Background: an optimization exercise with open tools, aiming at small area. Do not read the settings as production practice.
Function was checked by simulation only, so behaviour that the tests miss may differ from the original.
Power and IR drop assume default switching activity.

File: flow/config.mk
export PLATFORM = sky130hd
export DESIGN_NAME = Top
export DESIGN_NICKNAME = Top
export VERILOG_FILES = /design/flow/design.v
export SDC_FILE = /design/flow/constraint.sdc
export NUM_CORES = 4
export LEC_CHECK = 0
export CAP_MARGIN = 20
export CORE_MARGIN = 2
export CORE_UTILIZATION = 50
export CTS_BUF_LIST = sky130_fd_sc_hd__clkbuf_8
export PLACE_DENSITY = 0.6
export SETUP_SLACK_MARGIN = 0.3
export SLEW_MARGIN = 20
File: flow/constraint.sdc
create_clock -name core_clock -period 14.0 [get_ports {Clk}]
set_input_delay 2.8000 -clock core_clock [delete_from_list [all_inputs] [get_ports {Clk}]]
set_output_delay 2.8000 -clock core_clock [all_outputs]
set_load 0.01 [all_outputs]
File: flow/design.v
module ALU(A, B, OP, F, ZF, OF);
input [31:0] A, B;
input [2:0] OP;
output [31:0] F;
output ZF, OF;
wire sub = OP[0] | OP[1];                
wire [31:0] Bx = B ^ {32{sub}};
wire [31:0] P = A ^ Bx;
wire [31:0] G = A & Bx;
reg [31:0] g1, p1;
integer i, s;
always @(*)
begin
	g1 = G;
	p1 = P;
	g1[0] = G[0] | (P[0] & sub);
	for (s = 1; s < 32; s = s * 2)
		for (i = 2*s - 1; i < 32; i = i + 2*s) begin
			g1[i] = g1[i] | (p1[i] & g1[i-s]);
			p1[i] = p1[i] & p1[i-s];
		end
	for (s = 8; s >= 1; s = s / 2)
		for (i = 3*s - 1; i < 32; i = i + 2*s) begin
			g1[i] = g1[i] | (p1[i] & g1[i-s]);
			p1[i] = p1[i] & p1[i-s];
		end
end
wire [32:0] c = {g1, sub};
wire ltu = ~c[32];
wire [31:0] SH = (|A[31:5]) ? 32'b0 : (B << A[4:0]);
reg [3:0] tt;
always @(*)
	case (OP)
		3'b000: tt = 4'b1000;
		3'b001: tt = 4'b1110;
		3'b010: tt = 4'b0110;
		3'b011: tt = 4'b0001;
		3'b100: tt = 4'b0110;
		3'b101: tt = 4'b1001;
		default: tt = 4'b0000;
	endcase
wire o_sum = OP[2] & ~OP[1];
wire o_slt = OP[2] & OP[1] & ~OP[0];
wire [31:0] L;
genvar j;
generate for (j = 0; j < 32; j = j + 1) begin : b
	assign L[j] = tt[{A[j], B[j]}];
end endgenerate
assign F = (L ^ ({32{o_sum}} & c[31:0])) | SH & {32{OP[2] & OP[1] & OP[0]}} | {31'b0, o_slt & ltu};
assign OF = o_sum & (c[32] ^ c[31]);
assign ZF = ~|F;
endmodule
module Reg(RA, RB, WR, WA, WD, RDA, RDB, Clk, Reset);
input [4:0] RA, RB, WA;
input [31:0] WD;
input WR, Clk, Reset;
output [31:0] RDA, RDB;
reg [31:0] V;
wire [31:0] wsel = WR ? (32'b1 << WA) : 32'b0;
wire [31:0] asel = V & (32'b1 << RA);
wire [31:0] bsel = V & (32'b1 << RB);
always @(posedge Clk or posedge Reset)
	if (Reset)
		V <= 32'b0;
	else
		V <= V | wsel;
genvar i;
wire [31:0] ta [0:32];
wire [31:0] tb [0:32];
assign ta[0] = 32'b0;
assign tb[0] = 32'b0;
generate
	for (i = 0; i < 32; i = i + 1) begin : r
		reg [31:0] d;
		always @(posedge Clk)
			if (wsel[i])
				d <= WD;
		assign ta[i+1] = ta[i] | ({32{asel[i]}} & d);
		assign tb[i+1] = tb[i] | ({32{bsel[i]}} & d);
	end
endgenerate
assign RDA = ta[32];
assign RDB = tb[32];
endmodule
module qzl(Clk, Instr, rs, rt, rd, func);
input Clk;
input [31:0] Instr;
output [4:0] rs, rt, rd;
output [5:0] func;
reg [31:0] Incode;
always @(posedge Clk)
	Incode <= Instr;
assign rs = Incode[25:21];
assign rt = Incode[20:16];
assign rd = Incode[15:11];
assign func = Incode[5:0];
endmodule
module CPU(Rst, Clk, Instr, ZF, OF, alu_out);
output ZF, OF;
output [31:0] alu_out;
input Rst, Clk;
input [31:0] Instr;
wire [5:0] func;
wire [4:0] rd, rs, rt;
reg [2:0] alu_op;
reg write;
wire [31:0] outa, outb;
qzl x1(Clk, Instr, rs, rt, rd, func);
always @(*)
begin
	write = 1'b1;
	case (func)
		6'b100000: alu_op = 3'b100;
		6'b100010: alu_op = 3'b101;
		6'b100100: alu_op = 3'b000;
		6'b100101: alu_op = 3'b001;
		6'b100110: alu_op = 3'b010;
		6'b100111: alu_op = 3'b011;
		6'b101011: alu_op = 3'b110;
		6'b000100: alu_op = 3'b111;
		default:
		begin
			alu_op = 3'b000;
			write = 1'b0;
		end
	endcase
end
Reg x2(rs, rt, write, rd, alu_out, outa, outb, Clk, Rst);
ALU x3(outa, outb, alu_op, alu_out, ZF, OF);
endmodule
module Top(Rst, Clk, SW, Instr, LED);
input Rst, Clk;
input [2:0] SW;
input [31:0] Instr;
output reg [7:0] LED;
wire ZF, OF;
wire [31:0] tmp;
CPU x4(Rst, Clk, Instr, ZF, OF, tmp);
always @(*)
begin
	case (SW)
		3'b000: LED = tmp[7:0];
		3'b001: LED = tmp[15:8];
		3'b010: LED = tmp[23:16];
		3'b011: LED = tmp[31:24];
		3'b100: LED = {OF, ZF, 6'b000000};
		default: LED = 8'h00;
	endcase
end
endmodule
File: flow/flow/run.sh
#!/bin/bash
# Standard ORFS layout, except that synthesis maps with an area-oriented ABC
# script (flow/abc_area.script) in place of ORFS's delay-oriented one. The
# rest of the ORFS scripts are used unchanged from a private copy.
set -euo pipefail
cd "$(dirname "$0")/.."
rm -rf scripts_own
cp -r "$FLOW_HOME/scripts" scripts_own
cp flow/abc_area.script scripts_own/abc_speed.script
bash standard.sh SCRIPTS_DIR="$PWD/scripts_own" finish > own_flow.log 2>&1
File: flow/flow/abc_area.script
&get -n
&st
&dch -f
&nf -R 1000
&put
File: flow/standard.sh
#!/bin/bash
# synth_recipe.tcl (not shown) runs the flow's synth.tcl, then flattens the netlist and writes it again
# the make line also repeats each setting of config.mk as NAME=value (left out here)
make -C /OpenROAD-flow-scripts/flow DESIGN_CONFIG=/design/flow/config.mk WORK_HOME=/design/flow/orfs CLKGATE_MAP_FILE= SYNTH_SCRIPT=/design/flow/synth_recipe.tcl "${@:-finish}"
==> results of run 1 <==
-- power by group --
| group | switching [mW] | total [mW] | leakage, nW | internal, mW |
|---|---|---|---|---|
| Clock | 1.27 | 2.50 | 1.80 | 1.23 |
| Combinational | 0.935 | 1.37 | 6.53 | 0.439 |
| Sequential | 0.0387 | 3.84 | 9.96 | 3.81 |
-- flip-flops by register name (all words and copies together) (netlist names) --
name	cells
x4.x1.Incode	21
x4.x2.V	32
x4.x2.r.d	1024
-- cell families (layout without fill, tap and decap cells) --
logic type | Yosys count | after routing | share of synthesized area (%)
AOI/OAI and AO/OA | 1093 | 1093 | 20.26
xor gates and xnor gates | 62 | 62 | 1.147
adders and majority gates | 31 | 31 | 0.8189
buffers and inverters | 42 | 598 | 0.3329
DFF | 1077 | 1077 | 67.50
muxes | 98 | 98 | 2.082
other | 0 | 4 | 0
and+or+nand+nor | 740 | 740 | 7.859
-- metal layers --
layer / vias up / GRT usage [%] / routed length [um]
met4: 2 / 14.08 / 6418
li1: 14970 / - / -
met5: - / 0.2470 / 34
met2: 2696 / 54.74 / 80390
met1: 18410 / 48.04 / 68030
met3: 390 / 8.485 / 20520
-- Yosys cell counts (9+ instances only) --
library cell / count
a21oi_1: 89
a221o_1: 461
a221oi_1: 52
a222oi_1: 218
a22o_1: 24
a22oi_1: 120
and2_0: 9
and3_1: 19
and4_1: 25
and4b_1: 9
clkinv_1: 42
dfrtp_1: 32
dfxtp_1: 21
edfxtp_1: 1024
ha_1: 31
mux2i_1: 94
nand2_1: 226
nand2b_1: 14
nand3_1: 73
nand4_1: 60
nor2_1: 155
nor2b_1: 27
nor3_1: 31
o211ai_1: 12
o21ai_0: 63
o22ai_1: 25
or2_0: 42
xnor2_1: 16
xor2_1: 46
-- what timing repair did --
action,in CTS,in global routing
pin swaps,0,4
endpoints found under the setup margin,8,4
setup buffers,0,5
resized for setup,10,19
gates cloned,0,0
-- path summary, 6_finish.rpt --
check,end,slack (ps),start,cells past startpoint
setup / recovery,LED[5],910,x4.x1.Incode[21],36
hold / removal,x4.x2.V[13],490,x4.x2.V[13],1
setup reg to reg,x4.x2.r[9].d[22],4300,x4.x1.Incode[21],32
hold reg to reg,x4.x2.V[13],490,x4.x2.V[13],1
max in group asynchronous,x4.x2.V[30],11290,Rst,3
min in group asynchronous,x4.x2.V[18],2360,Rst,3
-- final cells by class --
class	count	share of cell area [%]
flip-flops and latches	1077	58.47
clock inverters	138	1.265
clock buffers	178	4.478
diodes	4	0.01830
inverters	42	0.2951
repair buffers	240	3.600
multi-input cells	2024	29.00
well taps	1254	2.868
-- worst max-delay path: cells and delay by family (launching register included) --
kind,cells,cell delay [ps]
AND/OR/NAND/NOR,8,1180
AO/OA/AOI/OAI,23,6280
flip-flops,1,410
buffers and inverters,4,1380
XOR/XNOR,1,160
-- cells in the final DEF, fill, tap and decap left out, drive strengths merged, types with 89 or more instances in the layout --
cell type  instances
edfxtp          1024
a221o            461
nand2            226
a222oi           218
buf              206
clkbuf           179
nor2             155
a22oi            120
clkinv           112
mux2i             94
a21oi             89
==> key figures, run 1 <==
Timing
  • Max_slew headroom: 25.65%
  • Setup violators final: 0
  • Fmax: 76.38 MHz
  • Skew final: 50.76 ps
  • Final Hold Viols: 0
  • Final worst path period share: 93.51%
  • Worst-margin pin slew: 1111 ps
  • Final setup TNS: 0 ps
  • Final worst-path setup slack: 908.1 ps
  • Final hold slack: 489.7 ps
  • Count of pins over their slew limit: 0
  • Final Critical Period: 13090 ps
  • RSZ-0062 raised after global routing: no

Floorplanning
  • # IOs: 45
  • Die width: 311.8 um
  • DIE AREA: 97200 sq um
  • Site Rows: 112
  • Initial core utilization: 50.60%
  • Vert. Die Dim: 311.8 um
  • Core ar.: 93610 sq um

Logic synthesis
  • Distinct cells, synth: 53
  • Post-synthesis sequential area ratio: 67.50%
  • Prevailing post-synth register cell: edfxtp_1
  • Yosys top cell by area: edfxtp_1
  • Synth Area per Inst: 15.07 sq um
  • Post-synth ARST share: 2.971%
  • Synth top area share: 64.92%
  • Synth top area cells: edfxtp_1, a221o_1, a222oi_1
  • Flops & latches, synth: 1077
  • Synthesis warning total: 5
  • Post-Syn Nets: 3211
  • Cell count after synthesis: 3143
  • Number of flops mapped to enable cells by yosys: 1024
  • Mapped Area: 47360 sq um

Drt
  • DRC: 0
  • Antenna-violating nets left: 0
  • DR vias/cell: 7.356
  • DRT iter0 DRCs: 6586
  • WL final: 175400 um
  • Via count: 36460
  • DR pass1 iterations: 11
  • Drt wl/cell: 35.38 um

GRT
  • Antenna violations before repair: 4
  • GRT Util Overall: 35.29%
  • Largest net degree at the start of global routing: 40
  • Total gr overflow: 0
  • First-pass GRT wire length: 249000 um
  • Vias in the first global route: 35760

Pwr
  • Maximum vdd drop: 113.5 uV
  • P_leak: 18.28 nW
  • Total power: 7.719 mW
  • Power Density: 141.1 nW/um^2

Setup path
  • Slowest CP cell: clkdlybuf4s50_1
  • Worst-path fanout max: 33
  • Crit path top cell by count: a221o_1
  • Crit path kind: flip-flop to primary output
  • Req. time, crit path: 11200 ps
  • Crit path DAT: 10290 ps
  • CP peak stage delay: 630 ps
  • CP startpoint kind: flip-flop
  • CP endpoint kind: primary output

Clock network
  • H-tree depth: 4
  • CTS Buf Count: 175
  • Worst-path clk slew: 60 ps
  • Hold Buf Count CTS: 0
  • CTS Sinks: 1077
  • CTS Buffer Depth: 3
  • Worst-Skew Late Latency: 870 ps
  • CTS tree: yes
  • Root buffer cell: clkbuf_8

Flow run
  • Max Cap Viol: 0

Place
  • Pre-CTS WS: 607.6 ps
  • Gpl congestion: 0.9749
  • DP Wirelength: 108900 um
  • DP Area: 51360 sq um
  • Placed insts: 4629
  • Port bufs: 33

Layout
  • Filler cell count: 7599
  • Share of cells above drive strength 1: 14.14%
  • Multi-input logic area: 15870 sq um
  • Utilization after layout: 58.44%
  • Sequential cell area: 31990 sq um
  • Post-route cell area: 54700 sq um
  • Area grow syn2layout: 15.50%
  • Layout Nets: 3628
  • Final instance count without filler cells: 4957

Outcome
  • Status: complete, no violations

Min path
  • Worst Hold Class: flip-flop to flip-flop
==> run 2, diff against run 1 <==
--- a/flow/design.v
+++ b/flow/design.v
@@ -64,23 +64,28 @@
 		V <= 32'b0;
 	else
 		V <= V | wsel;
-genvar i;
-wire [31:0] ta [0:32];
-wire [31:0] tb [0:32];
-assign ta[0] = 32'b0;
-assign tb[0] = 32'b0;
+genvar i, j, g;
 generate
 	for (i = 0; i < 32; i = i + 1) begin : r
 		reg [31:0] d;
 		always @(posedge Clk)
 			if (wsel[i])
 				d <= WD;
-		assign ta[i+1] = ta[i] | ({32{asel[i]}} & d);
-		assign tb[i+1] = tb[i] | ({32{bsel[i]}} & d);
+	end
+	for (j = 0; j < 32; j = j + 1) begin : c
+		wire [10:0] qa, qb;
+		for (g = 0; g < 10; g = g + 1) begin : t
+			assign qa[g] = ~((r[3*g].d[j] & asel[3*g]) | (r[3*g+1].d[j] & asel[3*g+1])
+				| (r[3*g+2].d[j] & asel[3*g+2]));
+			assign qb[g] = ~((r[3*g].d[j] & bsel[3*g]) | (r[3*g+1].d[j] & bsel[3*g+1])
+				| (r[3*g+2].d[j] & bsel[3*g+2]));
+		end
+		assign qa[10] = ~((r[30].d[j] & asel[30]) | (r[31].d[j] & asel[31]));
+		assign qb[10] = ~((r[30].d[j] & bsel[30]) | (r[31].d[j] & bsel[31]));
+		assign RDA[j] = ~&qa[3:0] | ~&qa[7:4] | ~&qa[10:8];
+		assign RDB[j] = ~&qb[3:0] | ~&qb[7:4] | ~&qb[10:8];
 	end
 endgenerate
-assign RDA = ta[32];
-assign RDB = tb[32];
 endmodule
 module qzl(Clk, Instr, rs, rt, rd, func);
 input Clk;
==> flow/run.sh (new file) <==
#!/bin/bash
# synth_recipe.tcl (not shown) runs the flow's synth.tcl, then flattens the netlist and writes it again
# the make line also repeats each setting of config.mk as NAME=value (left out here)
make -C /OpenROAD-flow-scripts/flow DESIGN_CONFIG=/design/flow/config.mk WORK_HOME=/design/flow/orfs CLKGATE_MAP_FILE= SYNTH_SCRIPT=/design/flow/synth_recipe.tcl finish
--- a/flow/config.mk
+++ b/flow/config.mk
@@ -7,8 +7,10 @@
 export LEC_CHECK = 0
 export CAP_MARGIN = 20
 export CORE_MARGIN = 2
-export CORE_UTILIZATION = 50
+export CORE_UTILIZATION = 45
 export CTS_BUF_LIST = sky130_fd_sc_hd__clkbuf_8
-export PLACE_DENSITY = 0.6
-export SETUP_SLACK_MARGIN = 0.3
+export CTS_CLUSTER_DIAMETER = 50
+export CTS_CLUSTER_SIZE = 12
+export PLACE_DENSITY = 0.55
+export SETUP_SLACK_MARGIN = 0.2
 export SLEW_MARGIN = 20
removed: flow/flow/run.sh
removed: flow/flow/abc_area.script
removed: flow/standard.sh
==> key figures, run 2 <==
Pwr
  • Maximum vdd drop: 112.3 uV (-1.1%)
  • P_leak: 19.36 nW (+5.9%)
  • Power Density: 124.1 nW/um^2 (-12%)

GRT
  • Antenna violations before repair: 58 (+54)
  • Total gr overflow: 0 (unchanged)
  • GRT Util Overall: 57.55% (+22 points)
  • First-pass GRT wire length: 472200 um (+90%)
  • Met2 GRT Util: 73.59% (+19 points)
  • Vias in the first global route: 50340 (+41%)
  • GR Util met1: 67.61% (+20 points)
  • Largest net degree at the start of global routing: 65 (+63%)
  • Global routing's busiest layer: met2
  • GR Util met3: 36.23% (+28 points)

Layout
  • Most common cell after layout, fill and taps aside: nand2_1
  • Share of cells above drive strength 1: 15.24% (+1.1 points)
  • Max FFs per register: 1024 (unchanged)
  • Largest register by flop count: x4.x2.r.d
  • Filler cell count: 11110 (+46%)
  • Commonest cells after routing, fill and taps aside: nand2_1, edfxtp_1, o22ai_1
  • Layout Nets: 5141 (+42%)
  • Area grow syn2layout: 11.32%
  • Regs by FF count: x4.x2.r.d x1024, x4.x2.V x32, x4.x1.Incode x21

Clock network
  • CTS Sinks: 1077 (unchanged)
  • Hold Buf Count CTS: 0 (unchanged)
  • CTS Buffer Depth: 3 (unchanged)
  • H-tree depth: 4 (unchanged)
  • CTS tree: yes
  • Post-CTS Setup Repair Bufs: 0 (unchanged)
  • Root buffer cell: clkbuf_8
  • Worst-path clk slew: 80 ps (+20 ps)
  • Worst-Skew Late Latency: 980 ps (+110 ps)
  • PostCTS Resize Cnt: 0 (-10)
  • CTS Buf Count: 135 (-23%)

Logic synthesis
  • Flops & latches, synth: 1077 (unchanged)
  • Synth top area cells: edfxtp_1, o22ai_1, nand2_1
  • Distinct cells, synth: 100 (+89%)
  • Synthesis warning total: 5 (unchanged)
  • Post-synth ARST share: 2.971% (unchanged)
  • Synth Area per Inst: 10.88 sq um (-28%)
  • Cell count after synthesis: 5026 (+60%)
  • Prevailing post-synth register cell: edfxtp_1
  • Yosys top cell by area: edfxtp_1
  • Post-synthesis sequential area ratio: 58.45% (-9.0 points)
  • Post-Syn Nets: 5094 (+59%)
  • Synth top area share: 56.22% (-8.7 points)
  • Mapped Area: 54690 sq um (+15%)
  • Number of flops mapped to enable cells by yosys: 1024 (unchanged)
  • Most common cell in the netlist: nand2_1
  • Commonest cells post-synth: nand2_1, edfxtp_1, o22ai_1

Timing
  • Worst-margin pin slew: 1345 ps (+233.4 ps)
  • Fmax: 76.04 MHz (-0.45%)
  • Max_slew headroom: 9.851% (-16 points)
  • Setup violators final: 0 (unchanged)
  • RSZ-0062 raised after global routing: no
  • Final Critical Period: 13150 ps (+59.74 ps)
  • Final setup TNS: 0 ps (unchanged)
  • Final hold slack: 482.5 ps (-7.267 ps)
  • Final worst path period share: 93.94% (+0.43 points)
  • Skew final: 80.94 ps (+30.18 ps)
  • Count of pins over their slew limit: 0 (unchanged)
  • Final Hold Viols: 0 (unchanged)

Min path
  • Startpoint of the worst hold path: x4.x2.V[11]
  • Worst hold path endpoint: x4.x2.V[11]
  • Worst Hold Path Cells: 1 (unchanged)
  • Worst Hold Class: flip-flop to flip-flop

Outcome
  • Status: complete, no violations

Setup path
  • FF-to-FF End: x4.x2.r[26].d[23]
  • CP startpoint kind: flip-flop
  • Internal reg-to-reg setup slack: 4980 ps (+680 ps)
  • R2R depth: 21 (-34%)
  • WP buf/inv: 6 (+2)
  • CP peak stage delay: 1080 ps (+450 ps)
  • Crit path DAT: 10350 ps (+60 ps)
  • Req. time, crit path: 11200 ps (about the same)
  • Worst-path fanout max: 34 (+3.0%)
  • Critical path's top delay family: simple AND/OR/NAND/NOR gates
  • Crit path kind: flip-flop to primary output
  • Reg2reg start: x4.x1.Incode[24]
  • CP endpoint kind: primary output
  • Slowest CP cell: nor3b_2
  • CP cell instances: buf_4 -> nor3b_2 -> nand2_1 -> buf_4 -> o22ai_1 -> or4_1 -> and4bb_1 -> inv_2 -> ha_1 -> nand4_1 -> inv_1 -> o31a_1 -> a21boi_2 -> o211ai_1 -> a21oi_1 -> o311a_1 -> or2_1 -> a311oi_1 -> o221ai_2 -> buf_4 -> or4_1 -> o31ai_2 -> clkdlybuf4s50_1
  • Crit path top cell by count: buf_4

Place
  • Gpl congestion: 1.062 (+9.0%)
  • DP Wirelength: 224300 um (+110%)
  • Port bufs: 33 (unchanged)

Floorplanning
  • Die width: 352.6 um (+13%)
  • Vert. Die Dim: 352.6 um (+13%)
  • # IOs: 45 (unchanged)
  • DIE AREA: 124300 sq um (+28%)
  • Initial core utilization: 45.47% (-5.1 points)
  • Core ar.: 120300 sq um (+29%)
  • Site Rows: 127 (+13%)

Flow run
  • Max Cap Viol: 0 (unchanged)

Drt
  • Via count: 57580 (+58%)
  • WL final: 370000 um (+110%)
  • DRT iter0 DRCs: 13550 (+110%)
  • DRC: 0 (unchanged)
  • Antenna-violating nets left: 0 (unchanged)
  • DR pass1 iterations: 9 (-2)
  • Drt wl/cell: 53.92 um (+52%)
  • DR vias/cell: 8.392 (+14%)
## run 2: layout make-up
class	count	area, sq um	area share, %
inverters	46	172.7	0.2836
clock inverters	102	888.4	1.459
repair buffers	342	2728	4.480
diodes	73	182.7	0.3000
well taps	1612	2017	3.313
clock buffers	138	1899	3.120
multi-input cells	3471	20980	34.46
flip-flops and latches	1077	32020	52.58
## run 2: worst max-delay path by stage
stage                     start     end  slack (ps)  cells past startpoint
2_1_floorplan  x4.x1.Incode[22]  LED[6]        4530                     27
3_3_place_gp   x4.x1.Incode[24]  LED[6]        2350                     23
3_5_place_dp   x4.x1.Incode[24]  LED[6]        2390                     23
4_1_cts        x4.x1.Incode[24]  LED[6]        1310                     23
5_1_grt        x4.x1.Incode[18]  LED[6]         950                     23
6_report       x4.x1.Incode[24]  LED[6]         850                     23
## run 2: where the power goes
part           internal (mW)  total (mW)  switching, mW
clock network           1.14        2.54           1.40
logic                  0.270        1.34           1.07
registers               3.55        3.67          0.119
total                   4.96        7.56           2.59
## run 2: routing by layer
metal	wire length, um	up-vias	part of all wire (%)
li1	-	19610	-
met1	120700	27680	33
met2	136000	7690	37
met3	72740	2564	20
met4	39350	41	11
met5	1144	-	0.31
## run 2: cells by family (layout without fill, tap and decap cells)
logic type,after synthesis,after routing,share of synthesized area (%)
adder cells (fa/ha/maj),31,31,0.7092
other,0,73,0
multiplexers,190,190,3.745
XOR/XNOR,56,56,0.8968
buffers and inverters,478,628,4.093
AO/OA/AOI/OAI,1124,1124,13.72
AND/OR/NAND/NOR,2070,2070,18.39
flip-flops,1077,1077,58.45
## run 2: through the flow
stage	std cells	setup WS (ps)	cell area (sq um)	utilization, %	power [mW]
6_report	6861	848.4	60880	50.62	7.557
2_1_floorplan	5026	4527	54690	-	4.230
3_3_place_gp	6545	2354	57840	48.08	4.918
4_1_cts	6785	1308	60640	50.41	7.348
5_1_grt	6799	945.9	60730	50.49	7.546
3_5_place_dp	6545	2390	57850	48.09	4.915
==> run 3, diff against run 2 <==
==> flow/flow/run.sh (new file) <==
#!/bin/bash
set -euo pipefail
cd "$(dirname "$0")/.."
rm -rf scripts_own
cp -r "$FLOW_HOME/scripts" scripts_own
cp flow/abc_area.script scripts_own/abc_speed.script
CTS="-sink_clustering_enable -repair_clock_nets -dont_use_dummy_load"
CTS="$CTS -buf_list sky130_fd_sc_hd__clkbuf_4 -sink_clustering_size 8 -sink_clustering_max_diameter 40"
BP="-inputs -outputs -buffer_cell sky130_fd_sc_hd__buf_1"
bash standard.sh SCRIPTS_DIR="$PWD/scripts_own" "CTS_ARGS=$CTS" "BUFFER_PORTS_ARGS=$BP" finish > own_flow.log 2>&1
==> flow/flow/abc_area.script (new file) <==
&get -n
&st
&dch -f
&nf -R 1000
&put
==> flow/standard.sh (new file) <==
#!/bin/bash
# synth_recipe.tcl (not shown) runs the flow's synth.tcl, then flattens the netlist and writes it again
# the make line also repeats each setting of config.mk as NAME=value (left out here)
make -C /OpenROAD-flow-scripts/flow DESIGN_CONFIG=/design/flow/config.mk WORK_HOME=/design/flow/orfs CLKGATE_MAP_FILE= SYNTH_SCRIPT=/design/flow/synth_recipe.tcl "${@:-finish}"
==> flow/config.mk (replaced) <==
export PLATFORM = sky130hd
export DESIGN_NAME = Top
export DESIGN_NICKNAME = Top
export VERILOG_FILES = /design/flow/design.v
export SDC_FILE = /design/flow/constraint.sdc
export NUM_CORES = 4
export LEC_CHECK = 0
export CAP_MARGIN = 15
export CORE_MARGIN = 2
export CORE_UTILIZATION = 50
export CTS_BUF_LIST = sky130_fd_sc_hd__clkbuf_4
export CTS_CLUSTER_DIAMETER = 40
export CTS_CLUSTER_SIZE = 8
export PLACE_DENSITY = 0.6
export SETUP_SLACK_MARGIN = 0.1
export SLEW_MARGIN = 15
removed: flow/run.sh
==> key figures, run 3 <==
Timing
  • Setup violators final: 0 (unchanged)
  • Max_slew headroom: 19.92% (+10 points)
  • RSZ-0062 raised after global routing: no
  • Count of pins over their slew limit: 0 (unchanged)
  • Final worst path period share: 92.98% (-0.96 points)
  • Fmax: 76.82 MHz (+1.0%)
  • Final hold slack: 491.5 ps (+9.008 ps)
  • Final worst-path setup slack: 982.4 ps (+134.0 ps)
  • Final Hold Viols: 0 (unchanged)
  • Final setup TNS: 0 ps (unchanged)
  • Skew final: 132.5 ps (+51.60 ps)
  • Final Critical Period: 13020 ps (-134.0 ps)
  • Worst-margin pin slew: 1194 ps (-150.7 ps)

Floorplanning
  • # IOs: 45 (unchanged)
  • DIE AREA: 94280 sq um (-24%)
  • Die width: 307.0 um (-13%)
  • Core ar.: 91390 sq um (-24%)
  • Vert. Die Dim: 307.0 um (-13%)
  • Site Rows: 111 (-13%)
  • Initial core utilization: 50.25% (+4.8 points)

Logic synthesis
  • Number of flops mapped to enable cells by yosys: 1024 (unchanged)
  • Yosys top cell by area: edfxtp_1
  • Flops & latches, synth: 1077 (unchanged)
  • Post-synth ARST share: 2.971% (unchanged)
  • Post-synthesis sequential area ratio: 69.62% (+11 points)
  • Mapped Area: 45920 sq um (-16%)
  • Prevailing post-synth register cell: edfxtp_1
  • Cell count after synthesis: 2889 (-43%)
  • Synth top area cells: edfxtp_1, a222oi_1, nand4_1
  • Commonest cells post-synth: edfxtp_1, a222oi_1, nand4_1
  • Most common cell in the netlist: edfxtp_1
  • Post-Syn Nets: 2957 (-42%)
  • Distinct cells, synth: 58 (-42%)
  • Synth Area per Inst: 15.89 sq um (+46%)
  • Synth top area share: 66.96% (+11 points)
  • Synthesis warning total: 5 (unchanged)

Clock network
  • CTS Buffer Depth: 3 (unchanged)
  • CTS Buf Count: 168 (+24%)
  • PostCTS Resize Cnt: 0 (unchanged)
  • Root buffer cell: clkbuf_4
  • Post-CTS Setup Repair Bufs: 0 (unchanged)
  • H-tree depth: 4 (unchanged)
  • Hold Buf Count CTS: 0 (unchanged)
  • CTS tree: yes
  • CTS Sinks: 1077 (unchanged)
  • Worst-path clk slew: 80 ps (about the same)
  • Worst-Skew Late Latency: 1140 ps (+160 ps)

Layout
  • Share of cells above drive strength 1: 12.52% (-2.7 points)
  • Most common cell after layout, fill and taps aside: edfxtp_1
  • Regs by FF count: x4.x2.r.d x1024, x4.x2.V x32, x4.x1.Incode x21
  • Area grow syn2layout: 10.26%
  • Max FFs per register: 1024 (unchanged)
  • Layout Nets: 3312 (-36%)
  • Utilization after layout: 55.40% (+4.8 points)
  • Post-route cell area: 50630 sq um (-17%)
  • Largest register by flop count: x4.x2.r.d
  • Commonest cells after routing, fill and taps aside: edfxtp_1, a222oi_1, nand4_1

Pwr
  • Sequential Power Share: 60.6% (+12 points)
  • Clock Power Share: 25.8% (-7.9 points)
  • Sw Ratio: 27.31% (-7.0 points)
  • Combinational share of power: 13.6% (-4.2 points)
  • Psw: 1.669 mW (-36%)
  • Maximum vdd drop: 92.59 uV (-18%)
  • Power Density: 120.7 nW/um^2 (-2.8%)
  • P_leak: 15.64 nW (-19%)
  • Internal Power: 4.442 mW (-11%)

Drt
  • DR pass1 iterations: 13 (+4)
  • DRT iter0 DRCs: 9455 (-30%)
  • Drt wl/cell: 41.06 um (-24%)
  • Via count: 35830 (-38%)
  • DRC: 0 (unchanged)
  • DR vias/cell: 8.071 (-3.8%)
  • WL final: 182300 um (-51%)
  • Antenna-violating nets left: 0 (unchanged)

GRT
  • Largest net degree at the start of global routing: 65 (unchanged)
  • Vias in the first global route: 35200 (-30%)
  • Antenna violations before repair: 12 (-79%)
  • Total gr overflow: 0 (unchanged)
  • GRT Util Overall: 37.80% (-20 points)
  • First-pass GRT wire length: 250600 um (-47%)

Setup path
  • Worst-path fanout max: 33 (-2.9%)
  • CP endpoint kind: primary output
  • Crit path DAT: 10220 ps (-130 ps)
  • Slowest CP cell: clkinv_1
  • CP startpoint kind: flip-flop
  • R2R depth: 21 (unchanged)
  • CP peak stage delay: 900 ps (-180 ps)
  • Req. time, crit path: 11200 ps (about the same)
  • Crit path kind: flip-flop to primary output

Place
  • DP Wirelength: 104800 um (-53%)
  • Gpl congestion: 0.9818 (-7.6%)
  • DP Area: 49280 sq um (-15%)
  • Port bufs: 33 (unchanged)
  • Pre-CTS WS: 2494 ps (+104.1 ps)

Outcome
  • Status: complete, no violations

Min path
  • Worst Hold Path Cells: 1 (unchanged)
  • Worst Hold Class: flip-flop to flip-flop

Flow run
  • Max Cap Viol: 0 (unchanged)
## run 3: cell type report
type | count | area, sq um
inverters | 18 | 67.56
fillers | 7332 | 40760
well taps | 1186 | 1484
multi-input cells | 1794 | 14510
flip-flops and latches | 1077 | 31970
clock buffers | 168 | 1261
diodes | 11 | 27.53
repair buffers | 185 | 1313
## run 3: power by group through the flow
stage	clock network (mW)	registers [mW]	logic (mW)
floorplan	0	3.77	0.442
detailed placement	0	3.77	0.791
global route	1.72	3.70	0.867
CTS	1.59	3.70	0.793
global placement	0	3.77	0.769
finish	1.58	3.70	0.834
## run 3: logic make-up after synthesis
| family | synth area share (%) |
|---|---|
| adder cells (fa/ha/maj) | 0.8447 |
| multiplexers | 2.766 |
| buffers and inverters | 0.1471 |
| flip-flops | 69.62 |
| XOR/XNOR | 1.125 |
| AND/OR/NAND/NOR | 7.984 |
| AO/OA/AOI/OAI | 17.51 |
## run 3: worst max-delay path: cells and delay by family, from the launching register on
family,cells,cell delay [ps]
xor gates and xnor gates,1,120
DFF,1,330
and+or+nand+nor,14,3400
buffers and inverters,7,2730
AOI/OAI and AO/OA,9,2480
## run 3: per-stage QoR
step,cells,total power [mW]
finish,4439,6.111
global route,4432,6.292
CTS,4426,6.085
detailed placement,4258,4.564
global placement,4257,4.538
floorplan,2889,4.210
## run 3: path summary, 6_finish.rpt
check,startpoint,slack (ps),to
max,x4.x1.Incode[24],980,LED[6]
min in group asynchronous,Rst,1780,x4.x2.V[25]
max reg2reg,x4.x1.Incode[21],5550,x4.x2.r[8].d[27]
min reg2reg,x4.x2.V[8],490,x4.x2.V[8]
min,x4.x2.V[8],490,x4.x2.V[8]
max in group asynchronous,Rst,11730,x4.x2.V[1]
## run 3: layer usage
metal / GRT usage (%) / up-vias / part of all wire, %
met5: 0.4134 / - / 0.016
met1: 46.58 / 17660 / 34
li1: - / 14250 / -
met2: 55.21 / 3293 / 43
met3: 15.98 / 627 / 17
met4: 23.27 / 2 / 6.7
==> run 4, diff against run 3 <==
--- a/flow/config.mk
+++ b/flow/config.mk
@@ -7,10 +7,10 @@
 export LEC_CHECK = 0
 export CAP_MARGIN = 15
 export CORE_MARGIN = 2
-export CORE_UTILIZATION = 50
+export CORE_UTILIZATION = 55
 export CTS_BUF_LIST = sky130_fd_sc_hd__clkbuf_4
 export CTS_CLUSTER_DIAMETER = 40
 export CTS_CLUSTER_SIZE = 8
-export PLACE_DENSITY = 0.6
+export PLACE_DENSITY = 0.7
 export SETUP_SLACK_MARGIN = 0.1
 export SLEW_MARGIN = 15
==> key figures, run 4 <==
Timing
  • Skew final: 134.9 ps (+2.341 ps)
  • Final worst path period share: 95.67% (+2.7 points)
  • Count of pins over their slew limit: 0 (unchanged)
  • Setup violators final: 0 (unchanged)
  • RSZ-0062 raised after global routing: no
  • Final setup TNS: 0 ps (unchanged)
  • Final Critical Period: 13390 ps (+375.6 ps)
  • Final Hold Viols: 0 (unchanged)
  • Max_slew headroom: 19.92% (about the same)
  • Fmax: 74.67 MHz (-2.8%)
  • Worst-margin pin slew: 1197 ps (+2.881 ps)

Layout
  • Area grow syn2layout: 9.640%
  • Most common cell after layout, fill and taps aside: edfxtp_1
  • Largest register by flop count: x4.x2.r.d
  • Layout Nets: 3301 (-0.33%)
  • Share of cells above drive strength 1: 12.26% (-0.27 points)
  • Max FFs per register: 1024 (unchanged)
  • Regs by FF count: x4.x2.r.d x1024, x4.x2.V x32, x4.x1.Incode x21
  • Commonest cells after routing, fill and taps aside: edfxtp_1, a222oi_1, nand4_1

Setup path
  • CP endpoint kind: primary output
  • Req. time, crit path: 11200 ps (about the same)
  • Slowest CP cell: dfxtp_1
  • Worst Setup SP: x4.x1.Incode[25]
  • Crit path DAT: 10590 ps (+370 ps)
  • Reg2reg start: x4.x1.Incode[25]
  • Crit path kind: flip-flop to primary output
  • CP startpoint kind: flip-flop
  • Worst-path fanout max: 42 (+27%)
  • CP peak stage delay: 1050 ps (+150 ps)

Drt
  • Drt wl/cell: 40.76 um (-0.72%)
  • Via count: 36230 (+1.1%)
  • DRC: 0 (unchanged)
  • Met3 routed WL: 32790 um (+8.9%)
  • DR pass1 iterations: 15 (+2)
  • DR vias/cell: 8.408 (+4.2%)
  • Antenna-violating nets left: 0 (unchanged)
  • DRT iter0 DRCs: 10800 (+14%)
  • DR top layer: met5
  • WL final: 175700 um (-3.6%)
  • M1 wire length: 55720 um (-10%)
  • Metal2 WL: 72500 um (-7.1%)

Logic synthesis
  • Number of flops mapped to enable cells by yosys: 1024 (unchanged)
  • Post-Syn Nets: 2957 (unchanged)
  • Post-synth ARST share: 2.971% (unchanged)
  • Prevailing post-synth register cell: edfxtp_1
  • Distinct cells, synth: 58 (unchanged)
  • Synth Area per Inst: 15.89 sq um (unchanged)
  • Most common cell in the netlist: edfxtp_1
  • Cell count after synthesis: 2889 (unchanged)
  • Synth top area share: 66.96% (unchanged)
  • Commonest cells post-synth: edfxtp_1, a222oi_1, nand4_1
  • Synthesis warning total: 5 (unchanged)
  • Mapped Area: 45920 sq um (unchanged)
  • Yosys top cell by area: edfxtp_1
  • Synth top area cells: edfxtp_1, a222oi_1, nand4_1
  • Flops & latches, synth: 1077 (unchanged)
  • Post-synthesis sequential area ratio: 69.62% (unchanged)

Clock network
  • Worst-path clk slew: 80 ps (about the same)
  • Hold Buf Count CTS: 0 (unchanged)
  • Post-CTS Setup Repair Bufs: 0 (unchanged)
  • CTS Buf Count: 158 (-6.0%)
  • CTS Sinks: 1077 (unchanged)
  • CTS Buffer Depth: 3 (unchanged)
  • Worst-Skew Late Latency: 1080 ps (-60 ps)
  • PostCTS Resize Cnt: 0 (unchanged)
  • CTS tree: yes
  • H-tree depth: 4 (unchanged)
  • Root buffer cell: clkbuf_4

Min path
  • Worst Hold Class: flip-flop to flip-flop
  • Startpoint of the worst hold path: x4.x2.V[26]

Floorplanning
  • Initial core utilization: 55.75% (+5.5 points)
  • DIE AREA: 85820 sq um (-9.0%)
  • Die width: 292.9 um (-4.6%)
  • # IOs: 45 (unchanged)
  • Site Rows: 105 (-5.4%)
  • Vert. Die Dim: 292.9 um (-4.6%)
  • Core ar.: 82370 sq um (-9.9%)

GRT
  • First-pass GRT wire length: 243300 um (-2.9%)
  • GRT Util Overall: 40.07% (+2.3 points)
  • Vias in the first global route: 35390 (+0.53%)
  • Antenna violations before repair: 10 (-2)
  • Largest net degree at the start of global routing: 43 (-34%)
  • Total gr overflow: 0 (unchanged)

Place
  • DP Wirelength: 99090 um (-5.5%)
  • Port bufs: 33 (unchanged)
  • Gpl congestion: 0.9944 (+1.3%)

Pwr
  • P_leak: 15.58 nW (-0.37%)
  • Total power: 6.054 mW (-0.93%)
  • Maximum vdd drop: 82.23 uV (-11%)
  • Power Density: 120.2 nW/um^2 (-0.37%)

Flow run
  • Max Cap Viol: 0 (unchanged)

Outcome
  • Status: complete, no violations
run 4: cell counts after synthesis:
Identical to the previous run, type by type.
run 4: where the power goes:
| group | leakage [nW] | switching (mW) | total (mW) | internal, mW |
|---|---|---|---|---|
| Sequential | 9.99 | 0.0282 | 3.70 | 3.67 |
| Clock | 0.727 | 1.00 | 1.52 | 0.517 |
| Combinational | 4.87 | 0.617 | 0.834 | 0.217 |
| Total | 15.6 | 1.65 | 6.05 | 4.41 |
run 4: layer usage:
| layer | global-route usage [%] | vias to the layer above |
|---|---|---|
| met5 | 0 | - |
| met4 | 29.22 | 8 |
| met3 | 15.73 | 757 |
| met2 | 55.42 | 3982 |
| met1 | 51.30 | 17280 |
| li1 | - | 14200 |
run 4: final timing paths:
| path | slack [ps] | to | cells after the start |
|---|---|---|---|
| min in group asynchronous | 1860 | x4.x2.V[2] | 3 |
| hold reg to reg | 490 | x4.x2.V[26] | 1 |
| setup / recovery | 610 | LED[6] | 29 |
| max in group asynchronous | 11740 | x4.x2.V[25] | 3 |
| hold / removal | 490 | x4.x2.V[26] | 1 |
| setup reg to reg | 5420 | x4.x2.r[23].d[19] | 21 |
run 4: final cells by class:
type                            count  area (sq um)
Fill cell                        6119         32030
Sequential cell                  1077         31970
Multi-Input combinational cell   1794         14510
Tap cell                         1070          1339
Timing Repair Buffer              184          1257
Clock buffer                      158          1186
Inverter                           18         67.56
Antenna cell                        8         20.02
run 4: logic make-up (layout without fill, tap and decap cells):
logic type / Yosys count / after routing / synth area share [%]
AO/OA/AOI/OAI: 896 / 896 / 17.51
AND/OR/NAND/NOR: 684 / 684 / 7.984
buffers and inverters: 18 / 360 / 0.1471
adder cells (fa/ha/maj): 31 / 31 / 0.8447
flip-flops: 1077 / 1077 / 69.62
other: 0 / 8 / 0
XOR/XNOR: 59 / 59 / 1.125
multiplexers: 124 / 124 / 2.766
run 4: critical path: cells and delay by family, from the launching register on:
kind	cells	cell delay [ps]
xor gates and xnor gates	1	100
AOI/OAI and AO/OA	8	2100
and+or+nand+nor	13	3380
DFF	1	1050
adders and majority gates	1	360
buffers and inverters	6	2500
run 4: through the flow:
| stage | hold WS (ps) | std cells | setup slack (ps) | cell area (sq um) | util [%] |
|---|---|---|---|---|---|
| 6_report | 489.0 | 4309 | 606.8 | 50350 | 61.12 |
| 5_1_grt | 513.3 | 4304 | 351.5 | 50330 | 61.10 |
| 4_1_cts | 489.4 | 4300 | 1097 | 50320 | 61.09 |
| 3_5_place_dp | 472.2 | 4142 | 2264 | 49130 | 59.65 |
| 3_3_place_gp | 466.3 | 4142 | 2336 | 49130 | 59.65 |
| 2_1_floorplan | 448.2 | 2889 | 2212 | 45920 | - |
==> run 5, diff against run 4 <==
--- a/flow/design.v
+++ b/flow/design.v
@@ -27,7 +27,9 @@
 end
 wire [32:0] c = {g1, sub};
 wire ltu = ~c[32];
-wire [31:0] SH = (|A[31:5]) ? 32'b0 : (B << A[4:0]);
+wire [3:0] h = 4'b1 << A[1:0];
+wire [31:0] t0 = ({32{h[0]}} & B) | ({32{h[1]}} & {B[30:0],1'b0}) | ({32{h[2]}} & {B[29:0],2'b0}) | ({32{h[3]}} & {B[28:0],3'b0});
+wire [31:0] SH = (|A[31:5]) ? 32'b0 : (t0 << {A[4:2], 2'b00});
 reg [3:0] tt;
 always @(*)
 	case (OP)
==> key figures, run 5 <==
Layout
  • Regs by FF count: x4.x2.r.d x1024, x4.x2.V x32, x4.x1.Incode x21
  • Area grow syn2layout: 9.606% (about the same)
  • Share of cells above drive strength 1: 11.91% (-0.34 points)
  • Post-route cell area: 50180 sq um (-0.32%)
  • Layout Nets: 3335 (+1.0%)
  • Filler cell count: 6198 (+1.3%)
  • Max FFs per register: 1024 (unchanged)
  • Most common cell after layout, fill and taps aside: edfxtp_1
  • Commonest cells after routing, fill and taps aside: edfxtp_1, a222oi_1, nand4_1
  • Final instance count without filler cells: 4341 (+0.74%)
  • Utilization after layout: 61.02% (-0.10 points)
  • Largest register by flop count: x4.x2.r.d

Floorplanning
  • Core ar.: 82240 sq um (-0.16%)
  • Die width: 292.5 um (-0.14%)
  • # IOs: 45 (unchanged)
  • Site Rows: 105 (unchanged)
  • Initial core utilization: 55.67% (-0.074 points)
  • DIE AREA: 85570 sq um (-0.29%)
  • Vert. Die Dim: 292.5 um (-0.14%)

Logic synthesis
  • XOR/XNOR Fraction of Synth Area: 1.129% (+0.0033 points)
  • Flops & latches, synth: 1077 (unchanged)
  • Synth Area per Inst: 15.62 sq um (-1.7%)
  • Number of flops mapped to enable cells by yosys: 1024 (unchanged)
  • Post-Syn Nets: 2999 (+1.4%)
  • Simple-gate share of the synthesized area: 8.447% (+0.46 points)
  • Combinational family with the most area after synthesis: compound AO/OA/AOI/OAI gates
  • Yosys top cell by area: edfxtp_1
  • Compound-gate portion of the synthesized area: 18.68% (+1.2 points)
  • Synth top area cells: edfxtp_1, a222oi_1, nand4_1
  • Distinct cells, synth: 52 (-10%)
  • Post-synthesis sequential area ratio: 69.83% (+0.20 points)
  • Mapped Area: 45790 sq um (-0.29%)
  • Most common cell in the netlist: edfxtp_1
  • Synth top area share: 67.16% (+0.20 points)
  • Post-synth ARST share: 2.971% (unchanged)
  • Cell count after synthesis: 2931 (+1.5%)
  • Commonest cells post-synth: edfxtp_1, a222oi_1, nand4_1
  • Prevailing post-synth register cell: edfxtp_1
  • Adder-Cell Fraction of Synth Area: 0.8472% (+0.0025 points)
  • Post-synthesis mux area share: 0.8799% (-1.9 points)
  • Synthesis warning total: 5 (unchanged)

Timing
  • Skew final: 162.3 ps (+27.38 ps)
  • Final Critical Period: 13060 ps (-336.6 ps)
  • Max_slew headroom: 19.51% (-0.41 points)
  • Final Hold Viols: 0 (unchanged)
  • RSZ-0062 raised after global routing: no
  • Final worst-path setup slack: 943.4 ps (+336.6 ps)
  • Final setup TNS: 0 ps (unchanged)
  • Setup violators final: 0 (unchanged)
  • Fmax: 76.59 MHz (+2.6%)
  • Final worst path period share: 93.26% (-2.4 points)
  • Worst-margin pin slew: 1200 ps (+3.224 ps)
  • Count of pins over their slew limit: 0 (unchanged)
  • Final hold slack: 495.6 ps (+6.647 ps)

Setup path
  • Worst-path fanout max: 34 (-19%)
  • Crit path DAT: 10260 ps (-330 ps)
  • CP startpoint kind: flip-flop
  • Crit path kind: flip-flop to primary output
  • Slowest CP cell: o41ai_1
  • Req. time, crit path: 11200 ps (about the same)
  • CP peak stage delay: 1090 ps (+40 ps)
  • CP endpoint kind: primary output

Drt
  • Via count: 36840 (+1.7%)
  • WL final: 176300 um (+0.36%)
  • DRT iter0 DRCs: 11310 (+4.7%)
  • Antenna-violating nets left: 0 (unchanged)
  • DR vias/cell: 8.486 (+0.93%)
  • Drt wl/cell: 40.61 um (-0.38%)
  • DR pass1 iterations: 15 (unchanged)
  • DRC: 0 (unchanged)

Place
  • DP Area: 48990 sq um (-0.29%)
  • Port bufs: 33 (unchanged)
  • Gpl congestion: 0.9305 (-6.4%)
  • Placed insts: 4179 (+0.89%)
  • DP Wirelength: 101000 um (+2.0%)
  • Pre-CTS WS: 2519 ps (+255.5 ps)

Clock network
  • H-tree depth: 4 (unchanged)
  • Hold Buf Count CTS: 0 (unchanged)
  • CTS Sinks: 1077 (unchanged)
  • Post-CTS Setup Repair Bufs: 0 (unchanged)
  • Worst-Skew Late Latency: 1110 ps (+30 ps)
  • PostCTS Resize Cnt: 0 (unchanged)
  • Worst-path clk slew: 80 ps (about the same)
  • CTS Buf Count: 156 (-1.3%)
  • CTS tree: yes
  • Root buffer cell: clkbuf_4
  • CTS Buffer Depth: 3 (unchanged)

GRT
  • First-pass GRT wire length: 245800 um (+1.0%)
  • Vias in the first global route: 35890 (+1.4%)
  • Antenna violations before repair: 6 (-4)
  • Largest net degree at the start of global routing: 65 (+51%)
  • GRT Util Overall: 40.47% (+0.40 points)
  • Total gr overflow: 0 (unchanged)

Pwr
  • P_leak: 15.58 nW (about the same)
  • Total power: 6.228 mW (+2.9%)
  • Power Density: 124.1 nW/um^2 (+3.2%)
  • Maximum vdd drop: 76.50 uV (-7.0%)

Flow run
  • Max Cap Viol: 0 (unchanged)

Outcome
  • Status: complete, no violations

Min path
  • Worst Hold Class: flip-flop to flip-flop
-- run 5: cells by family (layout without fill, tap and decap cells) --
logic type               Yosys count  in the layout
flip-flops                      1077           1077
AO/OA/AOI/OAI                    959            959
buffers and inverters             23            357
adder cells (fa/ha/maj)           31             31
XOR/XNOR                          59             59
AND/OR/NAND/NOR                  742            742
multiplexers                      40             40
other                              0              6
-- run 5: worst paths after layout --
| check | endpoint | startpoint | cells after the start | slack, ps |
|---|---|---|---|---|
| max | LED[6] | x4.x1.Incode[20] | 27 | 940 |
| min | x4.x2.V[14] | x4.x2.V[14] | 1 | 500 |
| max reg2reg | x4.x2.r[31].d[27] | x4.x1.Incode[20] | 19 | 4240 |
| min reg2reg | x4.x2.V[14] | x4.x2.V[14] | 1 | 500 |
| max in group asynchronous | x4.x2.V[31] | Rst | 3 | 11820 |
| min in group asynchronous | x4.x2.V[16] | Rst | 3 | 1770 |
-- run 5: area by class of cell --
class                           count  area [sq um]  share of cell area [%]
Antenna cell                        6         15.01                 0.02992
Clock buffer                      156          1171                   2.334
Tap cell                         1070          1339                   2.668
Timing Repair Buffer              178          1237                   2.466
Sequential cell                  1077         31970                   63.71
Multi-Input combinational cell   1831         14360                   28.62
Inverter                           23         86.33                  0.1720
-- run 5: routing by layer --
| layer | wire, um | up-vias | part of all wire [%] | track usage [%] |
|---|---|---|---|---|
| met5 | 13 | - | 0.0074 | 0 |
| met4 | 13930 | 2 | 7.9 | 27.44 |
| met3 | 32350 | 761 | 18 | 16.53 |
| met2 | 73770 | 3914 | 42 | 57.25 |
| met1 | 56220 | 17770 | 32 | 51.10 |
| li1 | - | 14390 | - | - |
-- run 5: power by group --
| part | switching, mW | internal, mW | total (mW) |
|---|---|---|---|
| Combinational | 0.730 | 0.234 | 0.964 |
| Clock | 0.988 | 0.511 | 1.50 |
| Sequential | 0.0301 | 3.74 | 3.77 |
| Total | 1.75 | 4.48 | 6.23 |
-- run 5: critical path: cells and delay by family (launching register included) --
family | cells | cell delay, ps
AO/OA/AOI/OAI | 10 | 3660
XOR/XNOR | 2 | 440
adder cells (fa/ha/maj) | 1 | 330
buffers and inverters | 3 | 790
flip-flops | 1 | 930
AND/OR/NAND/NOR | 11 | 3010
==> run 6, diff against run 5 <==
--- a/flow/config.mk
+++ b/flow/config.mk
@@ -7,10 +7,10 @@
 export LEC_CHECK = 0
 export CAP_MARGIN = 15
 export CORE_MARGIN = 2
-export CORE_UTILIZATION = 55
+export CORE_UTILIZATION = 50
 export CTS_BUF_LIST = sky130_fd_sc_hd__clkbuf_4
 export CTS_CLUSTER_DIAMETER = 40
 export CTS_CLUSTER_SIZE = 8
-export PLACE_DENSITY = 0.7
+export PLACE_DENSITY = 0.6
 export SETUP_SLACK_MARGIN = 0.1
 export SLEW_MARGIN = 15
==> key figures, run 6 <==
Drt
  • Via count: 36180 (-1.8%)
  • Antenna-violating nets left: 0 (unchanged)
  • DRC: 0 (unchanged)
  • DR vias/cell: 8.108 (-4.5%)
  • Drt wl/cell: 40.68 um (+0.16%)
  • DRT iter0 DRCs: 9818 (-13%)
  • DR pass1 iterations: 13 (-2)
  • WL final: 181500 um (+3.0%)

Floorplanning
  • Die width: 306.6 um (+4.8%)
  • Site Rows: 110 (+4.8%)
  • # IOs: 45 (unchanged)
  • Core ar.: 90420 sq um (+9.9%)
  • Vert. Die Dim: 306.6 um (+4.8%)
  • DIE AREA: 94010 sq um (+9.9%)
  • Initial core utilization: 50.63% (-5.0 points)

Clock network
  • Post-CTS Setup Repair Bufs: 0 (unchanged)
  • CTS Buffer Depth: 3 (unchanged)
  • Worst-path clk slew: 80 ps (about the same)
  • CTS Buf Count: 165 (+5.8%)
  • Root buffer cell: clkbuf_4
  • Hold Buf Count CTS: 0 (unchanged)
  • CTS Sinks: 1077 (unchanged)
  • H-tree depth: 4 (unchanged)
  • Worst-Skew Late Latency: 1140 ps (+30 ps)
  • CTS tree: yes
  • PostCTS Resize Cnt: 0 (unchanged)

Timing
  • Final Hold Viols: 0 (unchanged)
  • Count of pins over their slew limit: 0 (unchanged)
  • Fmax: 77.97 MHz (+1.8%)
  • RSZ-0062 raised after global routing: no
  • Setup violators final: 0 (unchanged)
  • Skew final: 139.3 ps (-23.00 ps)
  • Final worst path period share: 91.60% (-1.7 points)
  • Final setup TNS: 0 ps (unchanged)
  • Final Critical Period: 12820 ps (-231.9 ps)
  • Final hold slack: 494.0 ps (-1.591 ps)
  • Max_slew headroom: 22.78% (+3.3 points)
  • Worst-margin pin slew: 1151 ps (-48.76 ps)

Logic synthesis
  • Post-Syn Nets: 2999 (unchanged)
  • Prevailing post-synth register cell: edfxtp_1
  • Most common cell in the netlist: edfxtp_1
  • Synth Area per Inst: 15.62 sq um (unchanged)
  • Distinct cells, synth: 52 (unchanged)
  • Post-synth ARST share: 2.971% (unchanged)
  • Synthesis warning total: 5 (unchanged)
  • Synth top area cells: edfxtp_1, a222oi_1, nand4_1
  • Synth top area share: 67.16% (unchanged)
  • Number of flops mapped to enable cells by yosys: 1024 (unchanged)
  • Yosys top cell by area: edfxtp_1
  • Commonest cells post-synth: edfxtp_1, a222oi_1, nand4_1
  • Flops & latches, synth: 1077 (unchanged)
  • Mapped Area: 45790 sq um (unchanged)
  • Post-synthesis sequential area ratio: 69.83% (unchanged)
  • Cell count after synthesis: 2931 (unchanged)

Setup path
  • CP startpoint kind: flip-flop
  • Crit path DAT: 10020 ps (-240 ps)
  • Crit path top cell by count: nand4_1
  • Req. time, crit path: 11200 ps (about the same)
  • CP endpoint kind: primary output
  • Worst-path fanout max: 34 (unchanged)
  • Critical path's top delay family: simple AND/OR/NAND/NOR gates
  • CP peak stage delay: 960 ps (-130 ps)
  • Crit path kind: flip-flop to primary output
  • Slowest CP cell: o41ai_1
  • WP buf/inv: 4 (+1)

Layout
  • Commonest cells after routing, fill and taps aside: edfxtp_1, a222oi_1, nand4_1
  • Filler cell count: 7227 (+17%)
  • Largest register by flop count: x4.x2.r.d
  • Final instance count without filler cells: 4462 (+2.8%)
  • Multi-input logic area: 14370 sq um (about the same)
  • Regs by FF count: x4.x2.r.d x1024, x4.x2.V x32, x4.x1.Incode x21
  • Sequential cell area: 31970 sq um (unchanged)
  • Share of cells above drive strength 1: 12.24% (+0.33 points)
  • Max FFs per register: 1024 (unchanged)
  • Most common cell after layout, fill and taps aside: edfxtp_1
  • Area grow syn2layout: 10.05%
  • Layout Nets: 3346 (+0.33%)

GRT
  • First-pass GRT wire length: 250300 um (+1.9%)
  • GRT Util Overall: 37.84% (-2.6 points)
  • Vias in the first global route: 35420 (-1.3%)
  • Total gr overflow: 0 (unchanged)
  • Antenna violations before repair: 10 (+4)
  • Largest net degree at the start of global routing: 65 (unchanged)

Place
  • Port bufs: 33 (unchanged)
  • DP Wirelength: 104000 um (+2.9%)
  • Placed insts: 4287 (+2.6%)
  • Gpl congestion: 0.9441 (+1.5%)

Outcome
  • Status: complete, no violations

Min path
  • Worst Hold Class: flip-flop to flip-flop

Pwr
  • Maximum vdd drop: 82.78 uV (+8.2%)
  • P_leak: 15.62 nW (+0.24%)
  • Power Density: 124.7 nW/um^2 (+0.50%)
  • Total power: 6.285 mW (+0.91%)

Flow run
  • Max Cap Viol: 0 (unchanged)
run 6: cell count changes in the layout (fill, tap and decap cells not counted), moves of 2 or more:
| cell | delta |
|---|---|
| buf_12 | -2 |
| buf_4 | +4 |
| clkbuf_4 | +9 |
| diode_2 | +4 |
run 6: final timing paths:
path	slack [ps]	depth (start not counted)	end	startpoint
min in group asynchronous	1800	3	x4.x2.V[0]	Rst
max	1180	27	LED[6]	x4.x1.Incode[20]
min reg2reg	490	1	x4.x2.V[11]	x4.x2.V[11]
max reg2reg	4670	19	x4.x2.r[17].d[27]	x4.x1.Incode[20]
min	490	1	x4.x2.V[11]	x4.x2.V[11]
max in group asynchronous	11770	3	x4.x2.V[3]	Rst
run 6: cell families (layout without fill, tap and decap cells):
family                     after synthesis  in the layout  share of synthesized area (%)
DFF                                   1077           1077                          69.83
AOI/OAI and AO/OA                      959            959                          18.68
and+or+nand+nor                        742            742                          8.447
xor gates and xnor gates                59             59                          1.129
muxes                                   40             40                         0.8799
adders and majority gates               31             31                         0.8472
buffers and inverters                   23            368                         0.1886
other                                    0             10                              0
run 6: report_power, final:
| group | switching [mW] | internal [mW] | total, mW |
|---|---|---|---|
| clock | 1.02 | 0.539 | 1.56 |
| sequential | 0.0293 | 3.73 | 3.76 |
| combinational | 0.726 | 0.236 | 0.963 |
run 6: worst reg2reg max path, stage by stage (launching register included):
cell and delay, ps:
dfxtp_1 940, buf_4 380, and3b_1 200, buf_4 300, a222oi_1 370, nand4_1 470, nor2_1 500, nand4_1 520
xnor2_1 280, ha_1 340, nand4_1 100, o211ai_1 530, a221oi_1 290, o41ai_1 960, nand3_1 160, a21oi_1 270
a22oi_1 120, xor2_1 190, a221oi_1 610, clkinv_1 1110
run 6: through the flow:
step	utilization (%)	setup WS, ps	area, sq um
after global routing	55.70	907.1	50370
final	55.72	1175	50380
after detailed placement	54.32	2566	49110
after global placement	54.32	2575	49110
after floorplan	-	2179	45790
after CTS	55.69	1364	50350
run 6: routing by layer:
| metal | wire length (um) | vias up | share of wire, % | track usage [%] |
|---|---|---|---|---|
| li1 | - | 14430 | - | - |
| met1 | 60810 | 17660 | 34 | 48.13 |
| met2 | 78960 | 3486 | 44 | 55.94 |
| met3 | 29850 | 611 | 16 | 12.90 |
| met4 | 11880 | 0 | 6.5 | 23.47 |
| met5 | 0 | - | 0 | 0 |
run 6: final cells by class:
cell class                 instances  area share [%]
sequential                      1077           63.45
timing repair buffer             180           2.436
antenna                           10         0.04967
tap                             1176           2.920
multi-input combinational       1831           28.51
inverter                          23          0.1713
clock buffer                     165           2.458
==> run 7, diff against run 6 <==
==> flow/flow/run.sh (replaced) <==
#!/bin/bash
set -euo pipefail
cd "$(dirname "$0")/.."
rm -rf scripts_own
cp -r "$FLOW_HOME/scripts" scripts_own
cp flow/abc_area.script scripts_own/abc_speed.script
CTS="-sink_clustering_enable -repair_clock_nets -dont_use_dummy_load"
CTS="$CTS -buf_list sky130_fd_sc_hd__clkbuf_4 -sink_clustering_size 10 -sink_clustering_max_diameter 40"
BP="-inputs -outputs -buffer_cell sky130_fd_sc_hd__buf_1"
bash standard.sh SCRIPTS_DIR="$PWD/scripts_own" "CTS_ARGS=$CTS" "BUFFER_PORTS_ARGS=$BP" finish > own_flow.log 2>&1
--- a/flow/config.mk
+++ b/flow/config.mk
@@ -10,7 +10,7 @@
 export CORE_UTILIZATION = 50
 export CTS_BUF_LIST = sky130_fd_sc_hd__clkbuf_4
 export CTS_CLUSTER_DIAMETER = 40
-export CTS_CLUSTER_SIZE = 8
+export CTS_CLUSTER_SIZE = 10
 export PLACE_DENSITY = 0.6
-export SETUP_SLACK_MARGIN = 0.1
+export SETUP_SLACK_MARGIN = 0.0
 export SLEW_MARGIN = 15
==> key figures, run 7 <==
Outcome
  • Status: complete, no violations

Logic synthesis
  • Post-synthesis sequential area ratio: 69.83% (unchanged)
  • Synth top area share: 67.16% (unchanged)
  • Commonest cells post-synth: edfxtp_1, a222oi_1, nand4_1
  • Cell count after synthesis: 2931 (unchanged)
  • Flops & latches, synth: 1077 (unchanged)
  • Synth Area per Inst: 15.62 sq um (unchanged)
  • Number of flops mapped to enable cells by yosys: 1024 (unchanged)
  • Post-synth ARST share: 2.971% (unchanged)
  • Distinct cells, synth: 52 (unchanged)
  • Prevailing post-synth register cell: edfxtp_1
  • Synth top area cells: edfxtp_1, a222oi_1, nand4_1
  • Most common cell in the netlist: edfxtp_1
  • Mapped Area: 45790 sq um (unchanged)
  • Synthesis warning total: 5 (unchanged)
  • Yosys top cell by area: edfxtp_1
  • Post-Syn Nets: 2999 (unchanged)

Setup path
  • CP endpoint kind: primary output
  • Crit path DAT: 10160 ps (+140 ps)
  • Internal reg-to-reg setup slack: 4540 ps (-130 ps)
  • Worst-path fanout max: 33 (-2.9%)
  • Crit path kind: flip-flop to primary output
  • CP startpoint kind: flip-flop
  • Req. time, crit path: 11200 ps (about the same)

Place
  • Placed insts: 4287 (unchanged)
  • Port bufs: 33 (unchanged)
  • DP Wirelength: 104000 um (unchanged)
  • Gpl congestion: 0.9441 (unchanged)
  • Pre-CTS WS: 2566 ps (unchanged)

Timing
  • Final Hold Viols: 0 (unchanged)
  • Fmax: 77.18 MHz (-1.0%)
  • Count of pins over their slew limit: 0 (unchanged)
  • Worst-margin pin slew: 1175 ps (+23.99 ps)
  • Final Critical Period: 12960 ps (+131.9 ps)
  • Skew final: 148.0 ps (+8.708 ps)
  • RSZ-0062 raised after global routing: no
  • Setup violators final: 0 (unchanged)
  • Final worst-path setup slack: 1043 ps (-131.9 ps)
  • Max_slew headroom: 21.17% (-1.6 points)
  • Final worst path period share: 92.55% (+0.94 points)
  • Final setup TNS: 0 ps (unchanged)

GRT
  • GRT Util Overall: 37.84% (about the same)
  • Total gr overflow: 0 (unchanged)
  • First-pass GRT wire length: 250200 um (about the same)
  • Vias in the first global route: 35250 (-0.50%)
  • Antenna violations before repair: 12 (+2)
  • Largest net degree at the start of global routing: 65 (unchanged)

Floorplanning
  • Die width: 306.6 um (unchanged)
  • Site Rows: 110 (unchanged)
  • Initial core utilization: 50.63% (unchanged)
  • DIE AREA: 94010 sq um (unchanged)
  • Core ar.: 90420 sq um (unchanged)
  • # IOs: 45 (unchanged)
  • Vert. Die Dim: 306.6 um (unchanged)

Clock network
  • CTS Buffer Depth: 3 (unchanged)
  • CTS Sinks: 1077 (unchanged)
  • Post-CTS Setup Repair Bufs: 0 (unchanged)
  • Worst-path clk slew: 90 ps (about the same)
  • Hold Buf Count CTS: 0 (unchanged)
  • Worst-Skew Late Latency: 1140 ps (about the same)
  • CTS Buf Count: 149 (-9.7%)
  • Root buffer cell: clkbuf_4
  • CTS tree: yes
  • H-tree depth: 4 (unchanged)
  • PostCTS Resize Cnt: 0 (unchanged)

Drt
  • Antenna-violating nets left: 0 (unchanged)
  • DR pass1 iterations: 14 (+1)
  • DRC: 0 (unchanged)
  • WL final: 181700 um (+0.12%)
  • Via count: 36240 (+0.17%)
  • DR vias/cell: 8.153 (+0.55%)
  • DRT iter0 DRCs: 10010 (+1.9%)
  • Drt wl/cell: 40.88 um (+0.50%)

Layout
  • Max FFs per register: 1024 (unchanged)
  • Most common cell after layout, fill and taps aside: edfxtp_1
  • Layout Nets: 3330 (-0.48%)
  • Final instance count without filler cells: 4445 (-0.38%)
  • Share of cells above drive strength 1: 11.81% (-0.43 points)
  • Area grow syn2layout: 9.778%
  • Regs by FF count: x4.x2.r.d x1024, x4.x2.V x32, x4.x1.Incode x21
  • Largest register by flop count: x4.x2.r.d
  • Utilization after layout: 55.58% (-0.14 points)
  • Commonest cells after routing, fill and taps aside: edfxtp_1, a222oi_1, nand4_1

Pwr
  • P_leak: 15.55 nW (-0.47%)
  • Clock Power Share: 24.0% (-0.8 points)
  • Internal Power: 4.458 mW (-1.1%)
  • Maximum vdd drop: 81.32 uV (-1.8%)
  • Psw: 1.767 mW (-0.46%)
  • Sequential Power Share: 60.5% (+0.6 points)
  • Sw Ratio: 28.38% (+0.14 points)
  • Total power: 6.225 mW (-0.94%)
  • Combinational share of power: 15.5% (+0.2 points)
  • Power Density: 123.9 nW/um^2 (-0.70%)

Min path
  • Worst Hold Class: flip-flop to flip-flop

Flow run
  • Max Cap Viol: 0 (unchanged)
[run 7: cell counts after synthesis]
No cell type changed its count.
[run 7: area by class of cell]
class / count / area [sq um]
fill: 7217 / 40160
sequential: 1077 / 31970
multi-input combinational: 1831 / 14370
tap: 1176 / 1471
timing repair buffer: 180 / 1227
clock buffer: 149 / 1119
inverter: 23 / 86.33
antenna: 9 / 22.52
[run 7: metal layers]
layer	vias to the layer above	wire, um	GRT usage [%]
met5	-	15	0
met4	2	12240	24.00
met3	668	29930	13.14
met2	3508	78680	55.78
met1	17670	60850	47.90
li1	14390	-	-
[run 7: cells by family (layout without fill, tap and decap cells)]
kind of cell | Yosys count | in the layout | share of synthesized area (%)
XOR/XNOR | 59 | 59 | 1.129
other | 0 | 9 | 0
AND/OR/NAND/NOR | 742 | 742 | 8.447
buffers and inverters | 23 | 352 | 0.1886
adder cells (fa/ha/maj) | 31 | 31 | 0.8472
multiplexers | 40 | 40 | 0.8799
AO/OA/AOI/OAI | 959 | 959 | 18.68
flip-flops | 1077 | 1077 | 69.83
[run 7: path summary, 6_finish.rpt]
check                      cells past startpoint             start           endpoint
max                                           24  x4.x1.Incode[20]             LED[6]
min                                            1       x4.x2.V[11]        x4.x2.V[11]
max reg2reg                                   19  x4.x1.Incode[20]  x4.x2.r[19].d[27]
min reg2reg                                    1       x4.x2.V[11]        x4.x2.V[11]
max in group asynchronous                      3               Rst        x4.x2.V[19]
min in group asynchronous                      3               Rst        x4.x2.V[27]
[run 7: worst max-delay path, cell delays in order, from the launching register on]
cell	delay, ps
dfxtp_1	940
buf_4	370
nor3b_2	70
buf_4	320
a222oi_1	460
nand4_1	530
nor2_1	530
nand4_1	500
xnor2_1	270
ha_1	340
nand4_1	100
o211ai_1	550
clkinv_1	130
o21ai_0	340
nand2_1	110
xor2_1	180
a21oi_1	350
clkinv_1	1010
nor4_1	930
nand4_1	170
nor4_1	260
nor2b_1	180
a21oi_1	50
nand3_1	180
buf_1	180
[run 7: through the flow]
| step | hold WS [ps] | instance area [sq um] |
|---|---|---|
| after floorplan | 448.2 | 45790 |
| after global placement | 465.0 | 49110 |
| after detailed placement | 473.1 | 49110 |
| after CTS | 488.0 | 50230 |
| after global routing | 510.2 | 50250 |
| final | 492.7 | 50260 |
[run 7: power by group through the flow]
| stage | clock network [mW] | logic (mW) | registers, mW |
|---|---|---|---|
| 5_1_grt | 1.63 | 1.01 | 3.77 |
| 3_3_place_gp | 0 | 0.902 | 3.83 |
| 3_5_place_dp | 0 | 0.925 | 3.84 |
| 4_1_cts | 1.52 | 0.928 | 3.76 |
| 6_report | 1.50 | 0.965 | 3.76 |
| 2_1_floorplan | 0 | 0.500 | 3.83 |

-- port drivers added, routing unchanged --
No port has a modelled driver above. Below, the same layouts with a new extraction and two added sets of constraints. Step 1: set_driving_cell puts a clkbuf_16 on Clk and a buf_2 on each other input, an assumption about the parent block. Step 2, shift: input delay + t, output delay - t, t = (earliest + latest rising clock arrival at the registers) / 2. This alone moves slack from input paths to output paths. a / b / c = ideal ports / drivers / drivers and shift; a / b = the first two.
| run | t, ns | setup WS [ns] | worst setup path at the end | latest minus earliest clock arrival (ns) |
|---|---|---|---|---|
| run 1 | 0.905 | 0.908 / 0.846 / 1.751 | register to output | 0.051 / 0.051 |
| run 2 | 1.028 | 0.848 / 0.757 / 1.786 | register to output | 0.081 / 0.081 |
| run 3 | 1.142 | 0.982 / 0.919 / 2.061 | register to output | 0.133 / 0.132 |
| run 4 | 1.080 | 0.607 / 0.539 / 1.620 | register to output | 0.135 / 0.135 |
| run 5 | 1.095 | 0.943 / 0.873 / 1.968 | register to output | 0.162 / 0.163 |
| run 6 | 1.131 | 1.175 / 1.110 / 2.242 | register to output | 0.139 / 0.139 |
| run 7 | 1.141 | 1.043 / 0.970 / 2.111 | register to output | 0.147 / 0.148 |
After both steps setup and hold are still met in every run listed.
